What follows belongs to an exercise in optimizing a design on an open flow for small area and a short achievable clock period; a production flow would make more cautious choices.
No functional check of the RTL was part of this run.
Power and IR drop assume default switching activity.

$ cat design/flow/design.v
module mux (a,b,out,select); 
  parameter n=32;
  input[n-1:0] a,b;
  output reg[n-1:0] out;
  input select;
	always@(a, b, select) out = (select==0) ? a : b;
endmodule
module ALU(
	input signed[31:0] val1, val2,
	input [3:0] exe_cmd,
	output reg [31:0] alu_res
);
	always@(*) begin
		case(exe_cmd)
			0: alu_res <= val1 + val2;
			2: alu_res <= val1 - val2;
			4: alu_res <= val1 & val2;
			5: alu_res <= val1 | val2;
			6: alu_res <= ~(val1 | val2);		 
			7: alu_res <= val1 ^ val2;			 
			8: alu_res <= val1 << val2;
			9: alu_res<=val1 >>> val2;
			10: alu_res <= val1 >> val2;
			default: alu_res <= 32'd0;
		endcase
	end
endmodule
module CU(input [5:0] opcode,
        output reg [3:0] execute_command,
        output  mem_read,
        output  mem_write,
        output  wb_enable,
        output is_immediate,
        output [1:0] branch_type
);
    wire is_i_type;
	assign is_i_type = (opcode == 32 || 
	                       opcode == 33 || 
	                         opcode == 36 || 
	                           opcode == 37 || 
	                             opcode == 40 || 
	                               opcode == 41 || 
	                                 opcode == 42 ) ? 1 : 0;
    assign is_immediate = is_i_type;
	assign branch_type = ((opcode == 40) ? 3 : (opcode == 41) ? 2 : (opcode == 42) ? 1 : 0);
	assign mem_read = ((opcode == 36) ? 1 : 0);    
	assign mem_write = ((opcode == 37) ? 1 : 0);   
	assign wb_enable = ((opcode == 32 || opcode == 33 || (!is_i_type == 1 && opcode!=0) || opcode==36) ? 1 : 0);
	always@(opcode) begin
        case(opcode) 
            1: execute_command = 0;
            3: execute_command = 2;
            5: execute_command = 4;
            6: execute_command = 5;
            7: execute_command = 6;
            8: execute_command = 7;
            9: execute_command = 8;     
            10: execute_command = 8;
            11: execute_command = 9;
            12: execute_command = 10;
            32: execute_command = 0;
            33: execute_command = 2;
            36: execute_command = 0;
            37: execute_command = 0;
            40: execute_command=0;
            41: execute_command=0;
            42: execute_command=0;
			0:execute_command=0;
			default:execute_command=0;
        endcase
    end
endmodule
module Condition_check(
    input [31:0] val1, src2_val,
    input [1:0] branch_type,
    output branch_taken
);
    assign branch_taken = ( (branch_type == 3 && val1 == 0) || 
                            (branch_type == 2 && val1 != src2_val) || 
                             branch_type == 1
                          ) ? 1 : 0; 
endmodule
module hazardDetector(input[4:0] src1,src2,exeDst,memDst,
	input isRegWriterAndImmediate,MEMwb_en,EXEwb_en,output hazard,input fwEn,IDRegMemReadEn);
    wire oneSource, twoSource;
  assign hazard =(fwEn==1)?(IDRegMemReadEn && (src1==exeDst || (src2==exeDst && !isRegWriterAndImmediate))):( oneSource | twoSource);
   assign oneSource = (isRegWriterAndImmediate && ((MEMwb_en && src1 == memDst) || (EXEwb_en && src1 == exeDst))) ? 1 : 0;
    assign twoSource = (!isRegWriterAndImmediate && ((MEMwb_en && (src1 == memDst || src2 == memDst)) || (EXEwb_en && (src1 == exeDst || src2 == exeDst)))) ? 1 : 0;
endmodule
module ForwardingUnit(input forwardEn,exeWbEn,memWbEn,input[4:0] exeRegDst,memRegDst,stAndBneSrc,src1,src2,
	output[1:0] val1Forward,val2Forward,src2_valForward);
	assign val1Forward=forwardEn?((exeRegDst==src1 && exeWbEn && exeRegDst!=0)?1:(memRegDst==src1 && memWbEn && memRegDst!=0)?2:0):0;
	assign val2Forward=forwardEn?((exeRegDst==src2 && exeWbEn && exeRegDst!=0)?1:(memRegDst==src2 && memWbEn && memRegDst!=0)?2:0):0;
	assign src2_valForward=forwardEn?((stAndBneSrc==exeRegDst && exeWbEn && exeRegDst!=0)?1:(stAndBneSrc==memRegDst && memWbEn && memRegDst!=0)?2:0):0;
endmodule
module Register_file(
	input clk,rst,wr_en,
	input[31:0] valueToWrite,
	input[4:0] readSrc1,readSrc2,writeDest,
	output[31:0] readVal1,readVal2
	);
	reg [31:0] rf[31:0];
	integer i;
	always@(posedge rst,negedge clk) begin
		if (rst) begin
			for(i = 0; i < 32; i = i + 1) begin
				rf[i] = i;
			end
		end
		else begin
			if(wr_en && writeDest != 0) rf[writeDest]<=valueToWrite;
		end
	end
	assign readVal1=rf[readSrc1];
	assign readVal2=rf[readSrc2];
endmodule
module IF_Stage(
	input clk,
	input rst, 
	input Br_taken,
	input [31:0] Br_addr,
	output [31:0] PCp4, instruction,
	input freeze,
	output [31:0] imem_addr,
	input [31:0] imem_rdata
);
	reg [31:0] pc;
	wire [31:0] next_offset, next_pc, Instruction;
	assign next_pc=(Br_taken==0)?(PCp4):(Br_addr);
	assign imem_addr = pc;
	assign Instruction = imem_rdata;
	always@(posedge clk,posedge rst) begin
		if (rst) pc <= 0;
		else begin
			pc <= (Br_taken) ? Br_addr : (freeze) ? pc : next_pc;
		end
	end
	assign PCp4 = pc+32'd4;
	assign instruction = Instruction;
endmodule
module IF_Stage_reg(
	input clk,
	input rst,
	input flush,
	input[31:0] PC_in, Instruction_in,
	output reg [31:0] PC, Instruction,
	input freeze
);
	always@(posedge clk,posedge rst)begin
		if(rst)
			{PC,Instruction}=64'd0;
		else if(flush)
			{PC,Instruction}=64'd0;
		else begin
			{Instruction, PC} <= (freeze) ? {Instruction, PC} : {Instruction_in, PC_in};
		end
	end
endmodule
module ID_Stage(
	input clk, rst,
	input [31:0] Instruction, reg1, reg2,	 
	output [4:0] src1, src2,hazardSrc2, dst,			 
	output [31:0] Reg2, Val2, Val1,
	output [1:0] finalBr_type,
	output [3:0] exe_cmd,
	output finalMem_r_en, finalMem_w_en, finalWb_en,
	input freeze,
	output isRegWriterAndImmediate
);
	wire [31:0] imm_sign_extended;
	wire i_type;
	wire[1:0]Br_type;
	wire wb_en,mem_w_en,mem_r_en;
	CU control_unit(
		.opcode(Instruction[31:26]),
		.execute_command(exe_cmd),
		.mem_read(mem_r_en),
		.mem_write(mem_w_en),
		.wb_enable(wb_en),
		.is_immediate(i_type),
		.branch_type(Br_type)
	);
	mux #(5) bubbleORnormalInsreuction_Selector ({mem_r_en,mem_w_en,wb_en,Br_type},5'b0,
	                   {finalMem_r_en,finalMem_w_en,finalWb_en,finalBr_type},freeze);
	assign isRegWriterAndImmediate= (i_type && Instruction[31:26] != 37 && Instruction[31:26] != 41) ? 1 : 0;
	assign src1 = Instruction[25:21]; 
	assign src2 = Instruction[20:16];
	assign hazardSrc2=(!i_type)?Instruction[20:16]:5'b00000;
	assign dst = (!i_type) ? Instruction[15:11] : (i_type) ? Instruction[20:16] : 0;
	assign Val1 = reg1;
	assign imm_sign_extended = (Instruction[15]) ? {16'b1111111111111111, Instruction[15:0]} : {16'b0, Instruction[15:0]};
	assign Val2 = (i_type) ? (Br_type!=0?imm_sign_extended<<2:imm_sign_extended) : reg2;
	assign Reg2 = reg2;
endmodule
module ID_Stage_reg(
	input clk, rst,flush,
	input [4:0] dst_in,
	input [31:0] reg2_in, val2_in, val1_in, PC_in,
	input [1:0] Br_type_in,
	input [3:0] exe_cmd_in,
	input mem_r_en_in, mem_w_en_in, wb_en_in,
	input[4:0] src1_in,src2_in,
	output reg [4:0] dst,
	output reg [31:0] reg2, val2, val1, PC_out,
	output reg [1:0] Br_type,
	output reg [3:0] exe_cmd,
	output reg mem_r_en, mem_w_en, wb_en,
	output reg[4:0] src1,src2
);
	always@(posedge clk,posedge rst)begin
		if(rst )
			{dst,reg2,val2,val1,PC_out,Br_type,exe_cmd,mem_r_en,mem_w_en,wb_en,src1,src2}=0;
		else if( flush)
			{dst,reg2,val2,val1,PC_out,Br_type,exe_cmd,mem_r_en,mem_w_en,wb_en,src1,src2}=0;
		else begin
			dst<=dst_in;
			reg2<=reg2_in;
			val2<=val2_in;
			val1<=val1_in;
			PC_out<=PC_in;
			Br_type<=Br_type_in;
			exe_cmd<=exe_cmd_in;
			mem_r_en<=mem_r_en_in;
			mem_w_en<=mem_w_en_in;
			wb_en<=wb_en_in;
			src1<=src1_in;
			src2<=src2_in;
		end
	end
endmodule
module EXE_Stage (
	input clk,
	input [3:0] exe_cmd,
	input [31:0] val1, val2, val_src2, PC,
	input [1:0] Br_type,
	output [31:0] alu_result, Br_addr,
	output Br_taken,
	output [31:0] st_val,
	input[31:0] exeStVal,memStVal,
	input[1:0] val1Forward,val2Forward,src2_valForward
);
	wire[31:0] finalVal2=(val2Forward==1)?exeStVal:(val2Forward==2)?memStVal:val2;
	wire[31:0] finalVal1=(val1Forward==1)?exeStVal:(val1Forward==2)?memStVal:val1;
	ALU arithmetic_and_logic_unit(
		.val1((Br_type!=0)?PC:finalVal1),
		.val2(finalVal2),
		.exe_cmd(exe_cmd),
		.alu_res(alu_result)
	);
	wire[31:0] finalVal_src2=(src2_valForward==1)?exeStVal:(src2_valForward==2)?memStVal:val_src2;
	Condition_check  conditionCheck(
		.val1(finalVal1),
		.src2_val(finalVal_src2),
		.branch_type(Br_type),
		.branch_taken(Br_taken)
	);
	assign st_val = finalVal_src2;
	assign Br_addr =    alu_result;
endmodule
module EXE_Stage_reg (
	input clk, rst,
	input wb_en_in, mem_r_en_in, mem_w_en_in,
	input[4:0] dst_in,
	input [31:0] PC_in, alu_result_in, st_val_in,
	output reg wb_en, mem_r_en, mem_w_en,
	output reg [31:0] PC, alu_result, st_val,
	output reg [4:0] dst
);
	always@(posedge clk,posedge rst)begin
		if(rst)
			{wb_en,mem_r_en,mem_w_en,PC,alu_result,st_val,dst}=104'd0;
		else begin
			wb_en<=wb_en_in;
			mem_r_en<=mem_r_en_in;
			mem_w_en<=mem_w_en_in;
			PC<=PC_in;
			alu_result<=alu_result_in;
			st_val<=st_val_in;
			dst<=dst_in;
		end
	end
endmodule
module MEM_Stage (
	input clk, rst,mem_r_en_in, mem_w_en_in,
	input [31:0] alu_result_in, st_val,
	output [31:0] mem_read_value,
	output [31:0] dmem_addr, dmem_wdata,
	output dmem_we, dmem_re,
	input [31:0] dmem_rdata
);
assign dmem_addr=alu_result_in;
assign dmem_wdata=st_val;
assign dmem_we=mem_w_en_in;
assign dmem_re=mem_r_en_in;
assign mem_read_value=dmem_rdata;
endmodule
module MEM_Stage_reg (
	input clk, rst, wb_en_in, mem_r_en_in,
	input [31:0] alu_result_in, mem_read_value_in,
	input [4:0] dst_in,
	output reg wb_en, mem_r_en,
	output reg [31:0] alu_result, mem_read_value,
	output reg [4:0] dst
);
	always@(posedge clk,posedge rst)begin
		if(rst)
			{wb_en,mem_r_en,alu_result,mem_read_value,dst}=71'd0;
		else begin
			wb_en<=wb_en_in;
			mem_r_en<=mem_r_en_in;
			alu_result<=alu_result_in;
			mem_read_value<=mem_read_value_in;
			dst<=dst_in;
		end
	end
endmodule
module WB_Stage (
	input clk, wb_en_in, mem_r_en,
	input [31:0] alu_result, mem_r_value,
	input [4:0] dst_in,
	output wb_en, 
	output [31:0] write_value,
	output [4:0] dst
);
mux #(32) wb_result (alu_result,mem_r_value,write_value,mem_r_en);
assign wb_en=wb_en_in;
assign dst=dst_in;
endmodule
module mips_core(
	input clk,
	input rst,
	input fwd_en,
	output [31:0] imem_addr,
	input  [31:0] imem_rdata,
	output [31:0] dmem_addr,
	output [31:0] dmem_wdata,
	output dmem_we,
	output dmem_re,
	input  [31:0] dmem_rdata,
	output wb_en,
	output [4:0] wb_dst,
	output [31:0] wb_data
);
wire myClock = clk;
		wire[31:0] PC_if_ifReg,inst_if_ifReg;
	 wire Br_taken_EXE_IFandIFReg;
	 wire[31:0] Br_addr_EXE_IF;
	 wire hazard_HD_IFandIFRegAndID; 
	IF_Stage if_stage (.clk(myClock),
								.rst(rst),
								.Br_taken(Br_taken_EXE_IFandIFReg),
								.Br_addr(Br_addr_EXE_IF),
								.PCp4(PC_if_ifReg),
								.instruction(inst_if_ifReg),
								.freeze(hazard_HD_IFandIFRegAndID),
								.imem_addr(imem_addr),
								.imem_rdata(imem_rdata)
	);
	wire[31:0] PC_IFReg_IDReg,inst_IFReg_ID;
	   wire flush_EXE_IFRegandIDReg;
	   assign flush_EXE_IFRegandIDReg=Br_taken_EXE_IFandIFReg;
	IF_Stage_reg IF_ID_stage_reg(.clk(myClock),
										.rst(rst),
										.flush(flush_EXE_IFRegandIDReg),
										.PC_in(PC_if_ifReg),
										.Instruction_in(inst_if_ifReg),
										.Instruction(inst_IFReg_ID),
										.PC(PC_IFReg_IDReg),
										.freeze(hazard_HD_IFandIFRegAndID)
										);
  wire [4:0] src1_ID_RF, src2_ID_RF, dst_ID_IDReg;
	wire [31:0] Reg2_ID_IDReg, Val2_ID_IDReg, Val1_ID_IDReg; 
	wire [1:0] Br_type_ID_IDReg;
	wire [3:0] exe_cmd_ID_IDReg;
	wire mem_r_en_ID_IDReg, mem_w_en_ID_IDReg, wb_en_ID_IDReg;
	wire isRegWriterAndImmediate_ID_HD;
	wire[4:0] hazardSrc2_ID_IDReg;
  wire[31:0] Reg1_RF_ID,Reg2_RF_ID;
	ID_Stage id_stage (.clk(myClock),
								.rst(rst),
								.Instruction(inst_IFReg_ID),
								.reg1(Reg1_RF_ID), 
								.reg2(Reg2_RF_ID),
	              .src1(src1_ID_RF),
	              .src2(src2_ID_RF),
				  .hazardSrc2(hazardSrc2_ID_IDReg),
	              .dst(dst_ID_IDReg),
                .Reg2(Reg2_ID_IDReg),
                .Val2(Val2_ID_IDReg),
                .Val1(Val1_ID_IDReg),
                .finalBr_type(Br_type_ID_IDReg),
                .exe_cmd(exe_cmd_ID_IDReg),
	              .finalMem_r_en(mem_r_en_ID_IDReg),
	              .finalMem_w_en(mem_w_en_ID_IDReg),
	              .finalWb_en(wb_en_ID_IDReg),
	              .freeze(hazard_HD_IFandIFRegAndID),
	              .isRegWriterAndImmediate(isRegWriterAndImmediate_ID_HD)
);
  wire wb_en_WB_RF;
  wire[31:0] valueToWrite_WB_RF;
  wire[4:0] writeDest_WB_RF;
Register_file r_f(.clk(myClock),
							.rst(rst),
							.wr_en(wb_en_WB_RF),
							.valueToWrite(valueToWrite_WB_RF),
							.readSrc1(src1_ID_RF),
							.readSrc2(src2_ID_RF),
							.writeDest(writeDest_WB_RF),
							.readVal1(Reg1_RF_ID),
							.readVal2(Reg2_RF_ID)
							);
	wire[4:0] dst_IDReg_EXEReg;
	wire[31:0] reg2_IDReg_EXEandEXEReg, val2_IDReg_EXE, val1_IDReg_EXE, PC_IDReg_EXEandEXEReg;
	wire[1:0] Br_type_IDReg_EXE;
	wire[3:0] exe_cmd_IDReg_EXE;
	wire mem_r_en_IDReg_EXEReg, mem_w_en_IDReg_EXEReg, wb_en_IDReg_EXEReg;
	wire[4:0] src1_IDReg_FU,src2_IDReg_FU;
  wire[4:0] src1_ID_RFandIDReg=src1_ID_RF;
ID_Stage_reg  ID_EXE_stage_reg(
   .clk(myClock),
   .rst(rst),
   .flush(flush_EXE_IFRegandIDReg),
	 .dst_in(dst_ID_IDReg),
	 .reg2_in(Reg2_ID_IDReg), 
	 .val2_in(Val2_ID_IDReg), 
	 .val1_in(Val1_ID_IDReg), 
	 .PC_in(PC_IFReg_IDReg),
	 .Br_type_in(Br_type_ID_IDReg),
	 .exe_cmd_in(exe_cmd_ID_IDReg),
	 .mem_r_en_in(mem_r_en_ID_IDReg), 
	 .mem_w_en_in(mem_w_en_ID_IDReg),
	 .wb_en_in(wb_en_ID_IDReg),
	 .src1_in(src1_ID_RFandIDReg),
	 .src2_in(hazardSrc2_ID_IDReg),
	 .dst(dst_IDReg_EXEReg),
	 .reg2(reg2_IDReg_EXEandEXEReg),
	 .val2(val2_IDReg_EXE),
	 .val1(val1_IDReg_EXE),
	 .PC_out(PC_IDReg_EXEandEXEReg),
	 .Br_type(Br_type_IDReg_EXE),
	 .exe_cmd(exe_cmd_IDReg_EXE),
	 .mem_r_en(mem_r_en_IDReg_EXEReg), 
	 .mem_w_en(mem_w_en_IDReg_EXEReg),
	 .wb_en(wb_en_IDReg_EXEReg),
	 .src1(src1_IDReg_FU),
	 .src2(src2_IDReg_FU)
);
  wire[31:0] alu_result_EXE_EXEReg;
  wire[31:0] st_val_EXE_EXEReg;
	wire[1:0] val1Forward_FU_EXE,val2Forward_FU_EXE,src2ValForward_FU_EXE;
	wire[31:0] alu_result_EXEReg_MEMandMEMReg; 
	wire[31:0] alu_result_EXEReg_MEMandMEMRegAndEXE=alu_result_EXEReg_MEMandMEMReg;
	wire[31:0] valueToWrite_WB_RFandEXE=valueToWrite_WB_RF;
EXE_Stage exe(
	.clk(myClock),
	.exe_cmd(exe_cmd_IDReg_EXE),
	.val1(val1_IDReg_EXE),
	.val2(val2_IDReg_EXE), 
	.val_src2(reg2_IDReg_EXEandEXEReg), 
	.PC(PC_IDReg_EXEandEXEReg),
	.Br_type(Br_type_IDReg_EXE),
	.alu_result(alu_result_EXE_EXEReg),
	.Br_addr(Br_addr_EXE_IF),
	.Br_taken(Br_taken_EXE_IFandIFReg),
	.st_val(st_val_EXE_EXEReg),
	.exeStVal(alu_result_EXEReg_MEMandMEMRegAndEXE),
	.memStVal(valueToWrite_WB_RFandEXE),
	.val1Forward(val1Forward_FU_EXE),
	.val2Forward(val2Forward_FU_EXE),
	.src2_valForward(src2ValForward_FU_EXE)
);
  wire[31:0] PC_EXEReg_WBReg,reg2_EXEReg_MEM;
  wire wb_en_EXEReg_MEMReg, mem_r_en_EXEReg_MEMandMEMReg, mem_w_en_EXEReg_MEM;
  wire[4:0] dst_EXEReg_MEMReg;
EXE_Stage_reg exe_reg(
	.clk(myClock),
	.rst(rst),
	.wb_en_in(wb_en_IDReg_EXEReg), 
	.mem_r_en_in(mem_r_en_IDReg_EXEReg), 
	.mem_w_en_in(mem_w_en_IDReg_EXEReg),
	.dst_in(dst_IDReg_EXEReg),
	.PC_in(PC_IDReg_EXEandEXEReg), 
	.alu_result_in(alu_result_EXE_EXEReg), 
	.st_val_in(st_val_EXE_EXEReg), 
	.wb_en(wb_en_EXEReg_MEMReg), 
	.mem_r_en(mem_r_en_EXEReg_MEMandMEMReg),
	.mem_w_en(mem_w_en_EXEReg_MEM),
	.PC(PC_EXEReg_WBReg), 
	.alu_result(alu_result_EXEReg_MEMandMEMReg), 
	.st_val(reg2_EXEReg_MEM),
	.dst(dst_EXEReg_MEMReg)
);
  wire[31:0] memReadVal_MEM_MEMReg;
MEM_Stage mem(
	.clk(myClock), 
	.rst(rst),
	.mem_r_en_in(mem_r_en_EXEReg_MEMandMEMReg), 
	.mem_w_en_in(mem_w_en_EXEReg_MEM),
	.alu_result_in(alu_result_EXEReg_MEMandMEMReg), 
	.st_val(reg2_EXEReg_MEM),
	.mem_read_value(memReadVal_MEM_MEMReg),
	.dmem_addr(dmem_addr),
	.dmem_wdata(dmem_wdata),
	.dmem_we(dmem_we),
	.dmem_re(dmem_re),
	.dmem_rdata(dmem_rdata)
);	
  wire wb_en_MEMReg_WB,mem_r_en_MEMReg_WB;
  wire[31:0] alu_result_MEMReg_WB,memReadValue_MEMReg_WB;
  wire[4:0] dst_MEMReg_WB; 
MEM_Stage_reg mem_reg(
	.clk(myClock), 
	.rst(rst), 
	.wb_en_in(wb_en_EXEReg_MEMReg), 
	.mem_r_en_in(mem_r_en_EXEReg_MEMandMEMReg),
	.alu_result_in(alu_result_EXEReg_MEMandMEMReg), 
	.mem_read_value_in(memReadVal_MEM_MEMReg),
	.dst_in(dst_EXEReg_MEMReg),
	.wb_en(wb_en_MEMReg_WB), 
	.mem_r_en(mem_r_en_MEMReg_WB),
	.alu_result(alu_result_MEMReg_WB), 
	.mem_read_value(memReadValue_MEMReg_WB),
	.dst(dst_MEMReg_WB)
);
  wire wb_en_IDReg_EXERegAndHD=wb_en_IDReg_EXEReg;
  wire wb_en_EXEReg_MEMRegAndHD=wb_en_EXEReg_MEMReg;
  wire[4:0] dst_IDReg_EXERegAndHD=dst_IDReg_EXEReg;
  wire[4:0] dst_EXEReg_MEMRegAndHD=dst_EXEReg_MEMReg;
  wire[4:0] src1_ID_RFandHD=src1_ID_RF;
  wire[4:0] src2_ID_RFandHD=src2_ID_RF;
  wire forwardingEn=fwd_en;
  wire mem_r_en_IDReg_EXERegAndHD=mem_r_en_IDReg_EXEReg;
  hazardDetector HD(.src1(src1_ID_RFandHD),
                    .src2(src2_ID_RFandHD),
                    .exeDst(dst_IDReg_EXERegAndHD),
                    .memDst(dst_EXEReg_MEMRegAndHD),
                    .isRegWriterAndImmediate(isRegWriterAndImmediate_ID_HD),
                    .MEMwb_en(wb_en_EXEReg_MEMRegAndHD),
                    .EXEwb_en(wb_en_IDReg_EXERegAndHD),
                    .hazard(hazard_HD_IFandIFRegAndID),
					.fwEn(forwardingEn),
					.IDRegMemReadEn(mem_r_en_IDReg_EXERegAndHD)
  );  
WB_Stage wb(
	.clk(myClock), 
	.wb_en_in(wb_en_MEMReg_WB), 
	.mem_r_en(mem_r_en_MEMReg_WB),
	.alu_result(alu_result_MEMReg_WB),
	.mem_r_value(memReadValue_MEMReg_WB),
	.dst_in(dst_MEMReg_WB),
	.wb_en(wb_en_WB_RF), 
	.write_value(valueToWrite_WB_RF),
	.dst(writeDest_WB_RF)
);
	wire wb_en_MEMReg_WBandFU=wb_en_MEMReg_WB;
	wire[4:0] dst_MEMReg_WBandFU=dst_MEMReg_WB;
	wire wb_en_EXEReg_MEMRegAndFU=wb_en_EXEReg_MEMReg;
	wire[4:0] dst_EXEReg_MEMRegAndFU=dst_EXEReg_MEMReg;
	wire[4:0] StAndBneSrc2_IDReg_FU=dst_IDReg_EXEReg;
	ForwardingUnit fu(
		.forwardEn(forwardingEn),
		.exeWbEn(wb_en_EXEReg_MEMRegAndFU),
		.memWbEn(wb_en_MEMReg_WBandFU),
		.exeRegDst(dst_EXEReg_MEMRegAndFU),
		.memRegDst(dst_MEMReg_WBandFU),
		.stAndBneSrc(StAndBneSrc2_IDReg_FU),
		.src1(src1_IDReg_FU),
		.src2(src2_IDReg_FU),
		.val1Forward(val1Forward_FU_EXE),
		.val2Forward(val2Forward_FU_EXE),
		.src2_valForward(src2ValForward_FU_EXE)
	);
assign wb_en = wb_en_WB_RF;
assign wb_dst = writeDest_WB_RF;
assign wb_data = valueToWrite_WB_RF;
endmodule
$ cat design/flow/run.sh
#!/bin/bash
# synth_recipe.tcl (not shown) runs the flow's synth.tcl, then flattens the netlist and writes it again
# the make line also repeats each setting of config.mk as NAME=value (left out here)
make -C /OpenROAD-flow-scripts/flow DESIGN_CONFIG=/design/flow/config.mk WORK_HOME=/design/flow/orfs CLKGATE_MAP_FILE= SYNTH_SCRIPT=/design/flow/synth_recipe.tcl finish
$ cat design/flow/config.mk
export PLATFORM = sky130hd
export DESIGN_NAME = mips_core
export DESIGN_NICKNAME = mips_core
export VERILOG_FILES = /design/flow/design.v
export SDC_FILE = /design/flow/constraint.sdc
export NUM_CORES = 4
export LEC_CHECK = 0
export CAP_MARGIN = 20
export CORE_MARGIN = 2
export CORE_UTILIZATION = 30
export PLACE_DENSITY = 0.45
export SLEW_MARGIN = 20
$ cat design/flow/constraint.sdc
create_clock -name core_clock -period 8.0 [get_ports {clk}]
set_input_delay 1.6000 -clock core_clock [delete_from_list [all_inputs] [get_ports {clk}]]
set_output_delay 1.6000 -clock core_clock [all_outputs]
set_load 0.01 [all_outputs]
==> impl_results.md <==
* Actual slew at the worst max-slew pin at about 1.3 ns
* Max FFs per register at just over 1k
* Critical Path End Type: register
* Status: timing/DRC/antenna clean
* CTS Hold Bufs at 0
* ANT nets after route at 0
* Total vias in the final route at 75.0k
* Critical path required time at between 8 and 9 ns
* F_max at between 100 and 150 MHz
* Die ar. at about 250,000 µm²
* CP max FO at 17
* Fill cell total of the finished layout at 25.0k
* CORE AREA at 248,000 µm²
* Boundary Pins at between 200 and 250
* Initial Util at around 30%
* Layout Skew at between 0.1 and 0.15 ns
* First-pass GRT wire length at 637,000 µm
* Biggest register: r_f.rf
* Maximum VDD drop at 300 µV
* Drt wl/cell at 40.2 µm
* Sequential share of the synthesized area at between 40 and 50%
* Clk sinks at 1,415
* Combinational group share of total power at 54.6%
* Port bufs at around 200
* Worst EP arrival at between 7 and 8 ns
* Max_slew headroom at 11.0%
* Sw Share at between 50% and 60%
* # rows at 183
* DP HPWL at ~310,000 µm
* Count of cell types in the netlist at 93
* Psw at roughly 26 mW
* Finished Layout Cells at ~12k
* Yosys synthesis warning count at 11
* Final period utilization at between 80% and 90%
* Hold Violations, Final at 0
* Mapped Cells at between 8k and 9k
* Cts repair resizes at 0
* Most frequent cells in the layout: dfrtn_1 (944), nor2_1 (922), a21oi_1 (827), nand2_1 (602), buf_4 (494)
* Avg Cell Area, Syn at between 9 and 10 µm²
* Sequential power share at between 20 and 30%
* Metal2 WL at roughly 200,000 µm
* Post-synth net total at between 8k and 9k
* Final Power at about 50 mW
* H-tree lvl count at 4
* EDFF count, synth at 0
* Hold WC Path Type: register to register
* GRT Residual Overflow at 0
* Drt total wl at ~470,000 µm
* Main synth FF type: dfrtn_1
* TritonCTS clock tree: built
* Largest net degree at the start of global routing at 94
* Top Layer Used: met5
* Initial antenna violation count at 60
* Setup CP Type: input pin to register
* Cell-internal power at ~25 mW
* DRC marker count from the first detailed-route iteration at roughly 12k
* P&R area growth vs syn at 21.2%
* Unrepaired setup endpoints after global routing: false
* CTS root buf: clkbuf_16
* Critical Path Start Type: input pin
* MaxCap Viol Count at 0
* Gr usage total at around 36%
* Clock power frac at 16.5%
* Power Density at around 560 nW/µm²
* Maximum buffer depth of the clock tree at 3
* Post-synthesis cell area at roughly 75,000 µm²
* Die Ht at 504 µm
* Leak pwr at about 38 nW
* Final setup viols at 0
* Flops & latches, synth at approximately 1.4k
* Skew-Pair Late Insertion Delay at between 0.8 and 0.9 ns
* Vias per cell at 6.37
* Pre-antenna DRT Iters at 8
* Nets@finish at approximately 8.4k
* DRC at 0
* Vias in the first global route at ~71k
* Gp weighted congestion at 1.03
* Post-CTS Setup Inserts at 0
* Fin crit period at between 7 and 8 ns
* Dpl cells at around 11k
* CTS clock-pin slew for the worst setup and hold paths at ~0.06 ns
* DR WL met3 at roughly 52,000 µm
* Most common cell after layout, fill and taps aside: dfrtn_1
* DRT met1 WL at ~180,000 µm
* Post-synth ARST share at 100%
* Num CTS Buffers at approximately 170
* Final Max Tran Viols at 0
* Share of cells above drive strength 1 at about 14%
* Die span in x at ~500 µm
[logic make-up after synthesis]
| family | count (synthesis) | synth area share [%] |
|---|---|---|
| AOI/OAI and AO/OA | 2794 | 25.2 |
| and+or+nand+nor | 2278 | 13.4 |
| DFF | 1415 | 47.4 |
| buffers and inverters | 919 | 4.76 |
| muxes | 319 | 5.25 |
| xor gates and xnor gates | 193 | 2.26 |
| adders and majority gates | 103 | 1.73 |
[stage by stage]
stage                     utilization (%)  hold slack, ns  cell area [µm²]  setup TNS [ns]  setup slack [ns]
after floorplan                         -           0.331            75000               -            -16.62
after global placement               34.0           0.348            84500         -0.0591           -0.0475
after detailed placement             34.0           0.351            84600               0             0.140
after CTS                            36.5           0.353            90800               0             0.981
after global routing                 36.5           0.346            90800               0             0.657
final                                36.6           0.341            90800               0             0.874
[synth_stat cells, types with 41 or more instances]
master / n / area share (%)
a211oi_1: 86 / 0.86
a21oi_1: 827 / 5.5
a221oi_1: 375 / 4.4
a22o_1: 321 / 3.8
a22oi_1: 336 / 3.4
a31oi_1: 41 / 0.34
and2_1: 54 / 0.45
buf_1: 46 / 0.23
buf_2: 51 / 0.34
clkbuf_1: 655 / 3.3
dfrtn_1: 944 / 32
dfrtp_1: 391 / 13
dfstp_2: 80 / 2.8
ha_1: 102 / 1.7
inv_1: 155 / 0.78
mux2_2: 43 / 0.65
mux2i_1: 219 / 2.9
mux4_2: 55 / 1.7
nand2_1: 613 / 3.1
nand3_1: 122 / 0.81
nand4_1: 161 / 1.3
nor2_1: 1002 / 5.0
nor2b_1: 83 / 0.69
nor3_1: 100 / 0.67
o21ai_0: 472 / 3.2
o32a_1: 49 / 0.65
o32ai_1: 41 / 0.48
xnor2_1: 156 / 1.8
[worst max-delay path, stage by stage]
cell and delay (ns):
clkdlybuf4s50_1 0.53, o211ai_2 0.16, buf_4 0.20, or4_1 0.83, buf_4 0.31, nor2_1 0.11
buf_4 0.29, a221oi_1 0.12, buf_4 0.20, a21boi_0 0.47, inv_1 0.15, ha_1 0.35
buf_4 0.12, inv_1 0.05, or3_1 0.36, o22ai_1 0.13, buf_4 0.16, nand4_1 0.14
a21oi_1 0.26, a41oi_1 0.18, xor2_1 0.28, o22ai_1 0.12, or4_1 0.44, mux2_2 0.28
[routing by layer]
| metal | vias up | GRT usage (%) |
|---|---|---|
| li1 | 30100 | - |
| met1 | 37300 | 45.3 |
| met2 | 5864 | 54.0 |
| met3 | 1736 | 10.2 |
| met4 | 34 | 24.0 |
| met5 | - | 0.206 |
[cell type report]
type | instances | area (µm²) | share of cell area, %
multi-input cells | 5687 | 37200 | 40.9
well taps | 3330 | 4170 | 4.59
repair buffers | 766 | 7120 | 7.84
clock inverters | 150 | 1270 | 1.40
flip-flops and latches | 1415 | 35500 | 39.1
inverters | 155 | 586 | 0.645
diodes | 20 | 50.0 | 0.0551
clock buffers | 244 | 4940 | 5.44
[path summary, 6_finish.rpt]
| path | start | end | slack (ns) | cells past startpoint |
|---|---|---|---|---|
| setup reg to reg | mem_reg.dst[2] | r_f.rf[29][9] | 0.98 | 5 |
| min in group asynchronous | rst | ID_EXE_stage_reg.val1[17] | 1.81 | 3 |
| max in group asynchronous | rst | r_f.rf[18][31] | 1.65 | 4 |
| hold / removal | ID_EXE_stage_reg.mem_w_en | exe_reg.mem_w_en | 0.34 | 0 |
| setup / recovery | fwd_en | if_stage.pc[27] | 0.87 | 24 |
| hold reg to reg | ID_EXE_stage_reg.mem_w_en | exe_reg.mem_w_en | 0.34 | 0 |
[power by group through the flow]
stage / Combinational (mW) / Sequential (mW) / Clock (mW)
6_report: 27.8 / 14.7 / 8.42
5_1_grt: 28.8 / 14.9 / 8.83
4_1_cts: 26.8 / 14.5 / 8.51
3_5_place_dp: 26.7 / 14.6 / 0.0613
3_3_place_gp: 26.6 / 14.6 / 0.0613
2_1_floorplan: 13.9 / 12.9 / 0.0613
